What follows belongs to an exercise in optimizing a design on an open flow for small area, a short achievable clock period and few clock cycles; a production flow would make more cautious choices. The RTL was checked by simulation tests, not by an equivalence proof against the original design. Power and IR drop assume default switching activity.

xenon:
Design multiplier, start of the top module:
module multiplier ( input  wire clk, start, is_signed,
                    input  wire [31:0] a, b,
                    output wire [63:0] s,
                    output reg  done
                   );
  reg  [32:0] ar;             
  wire [32:0] ar_d;
  reg  [33:0] sr, cr;         
  reg  [31:0] l;              
  reg         ci;             
  reg  [7:0] plx, ply;      
  reg  [3:0] e1, e2, en;     
  reg         corr;           
  reg  [2:0] st;
  reg         cl;             
  reg         f0;             
  reg  [31:0] hr;             
  wire fin = (st == 3'd4);
  wire sq1 = sr[0] & ~f0;
  wire cq2 = cr[0] & ~f0;
  wire sq3 = sr[1] & ~f0;
  wire cq4 = cr[1] & ~f0;
  wire sq5 = sr[2] & ~f0;
  wire cq6 = cr[2] & ~f0;
  wire sq7 = sr[3] & ~f0;
  wire cq8 = cr[3] & ~f0;
  wire sq9 = sr[4] & ~f0;
  wire cq10 = cr[4] & ~f0;
  wire sq11 = sr[5] & ~f0;
  wire cq12 = cr[5] & ~f0;
  wire sq13 = sr[6] & ~f0;
  wire cq14 = cr[6] & ~f0;
  wire sq15 = sr[7] & ~f0;
  wire cq16 = cr[7] & ~f0;
  wire sq17 = sr[8] & ~f0;
  wire cq18 = cr[8] & ~f0;
  wire sq19 = sr[9] & ~f0;
  wire cq20 = cr[9] & ~f0;
  wire sq21 = sr[10] & ~f0;
  wire cq22 = cr[10] & ~f0;
  wire sq23 = sr[11] & ~f0;
  wire cq24 = cr[11] & ~f0;
  ...
Settings: LEC_CHECK=0, CAP_MARGIN=20, CORE_MARGIN=2, CORE_UTILIZATION=60, SETUP_SLACK_MARGIN=3.4, SLEW_MARGIN=20, SYNTH_HIERARCHICAL=1; clock period 6.0 ns.
standard.sh (not shown) runs the stock make flow with config.mk's settings and CLKGATE_MAP_FILE= SYNTH_SCRIPT=/design/flow/synth_recipe.tcl, a recipe that flattens the netlist after the stock synthesis.
==> flow/flow/run.sh <==
#!/bin/bash
# The standard layout, with faster port buffers (buf_2 instead of the
# default delay-cell buffer) so register-to-port paths are not limited by them.
set -euo pipefail
bash standard.sh "BUFFER_PORTS_ARGS=-buffer_cell sky130_fd_sc_hd__buf_2" finish > standard_flow.log 2>&1
Testbench counts of xenon, summed over its fixed seeds: cycles 9,600.
Setup changes, xenon to harbor
- SETUP_SLACK_MARGIN: 3.4 -> 3.8
- CORE_UTILIZATION: 60 -> 40
Results
Signal arrival time at the worst endpoint was lower in the run labelled harbor.
Going from xenon to harbor, non-clock buffer count grows by about 110%.
Looking at harbor and xenon, the area after synthesis is a wash.
Post-route standard cell area excluding fillers, harbor and xenon: lower on xenon
Taking xenon as the reference, in harbor count of placed standard cells in the final layout, fillers left out higher, global placement routability congestion lower, post-route fraction of the period consumed by the critical path lower.
Inputs modified between harbor and juniper:
- a change of CORE_UTILIZATION from 40 to 50
- a change of SETUP_SLACK_MARGIN from 3.8 to 3.5
Notes after the runs:
- Looking at worst setup skew after layout, juniper sits 0.0038 ns below harbor.
- On deepest clock path buffer count, juniper and harbor are basically level.
- Taking harbor over juniper, the total area of multi-input combinational cells ratio works out to 1.06.
- juniper: share of power burned in the clock network 1.4 points above harbor
- The footprint of the flip-flops and latches of juniper falls short of that of harbor by 48 sq um.
- Non-clock buffer count in the final layout: juniper vs harbor down about 46%
- juniper packs its core more tightly than harbor.
- juniper vs. harbor: number of cells in the finished layout apart from fillers fell by about 11%, count of clock-buffer cells in the layout now sits higher.
Input changes introduced in garnet (baseline for comparison: juniper):
- changing SETUP_SLACK_MARGIN from 3.5 to 3.7
- changing CORE_UTILIZATION from 50 to 40
Results
The run showing the greater via count is garnet. On non-clock buffer count, the higher figure sits with garnet, not juniper. Re number of vias per cell after detailed routing: garnet is 2.4% down on juniper. Power share of the sequential group delta for garnet relative to juniper: 0.8 points lower. Taking juniper as the reference, in garnet post-synthesis to final-layout area growth rose by 11 points, sequential share of layout area -1.7 points, net switching share of the total power down 1.7 points. Clock network area share: lower on garnet. Going from juniper to garnet, the power density over the cells was found to have gone down by about 0.5%. garnet went all the way through synthesis, placement and routing and the layout is clean on timing, DRC and antenna. Measured against each other, juniper and garnet differ in reported net switching power, the lower figure coming from juniper. Comparing garnet with juniper, the path length in cells of the critical path came out essentially unchanged.

separate check: timing with driven ports:
Ports are ideal in the flow. The routed layouts listed here were re-timed in OpenROAD. Step 1, drivers: a clkbuf_16 drives clk and a buf_2 each remaining input, both assumed. Step 2 also shifts input and output timing later by t, the mid clock arrival at the registers, as if the neighbouring blocks saw the same clock. a / b / c = ideal / step 1 / step 2; a / b = the first two.
run	t (ns)	setup slack, ns	hold WS [ns]	worst slew at a driven data input, ns
xenon	0.493	3.356 / 3.356 / 3.100	0.542 / 0.542 / 0.542	0.07
harbor	0.513	3.452 / 3.452 / 3.397	0.568 / 0.568 / 0.568	0.07
juniper	0.509	3.494 / 3.489 / 3.167	0.541 / 0.541 / 0.541	0.07
garnet	0.528	3.412 / 3.412 / 3.334	0.504 / 0.504 / 0.504	0.04
After both steps every run listed still meets setup and hold. For juniper, which loses most, drivers alone change the setup slack by -0.005 ns; drivers and shift together by -0.327 ns.
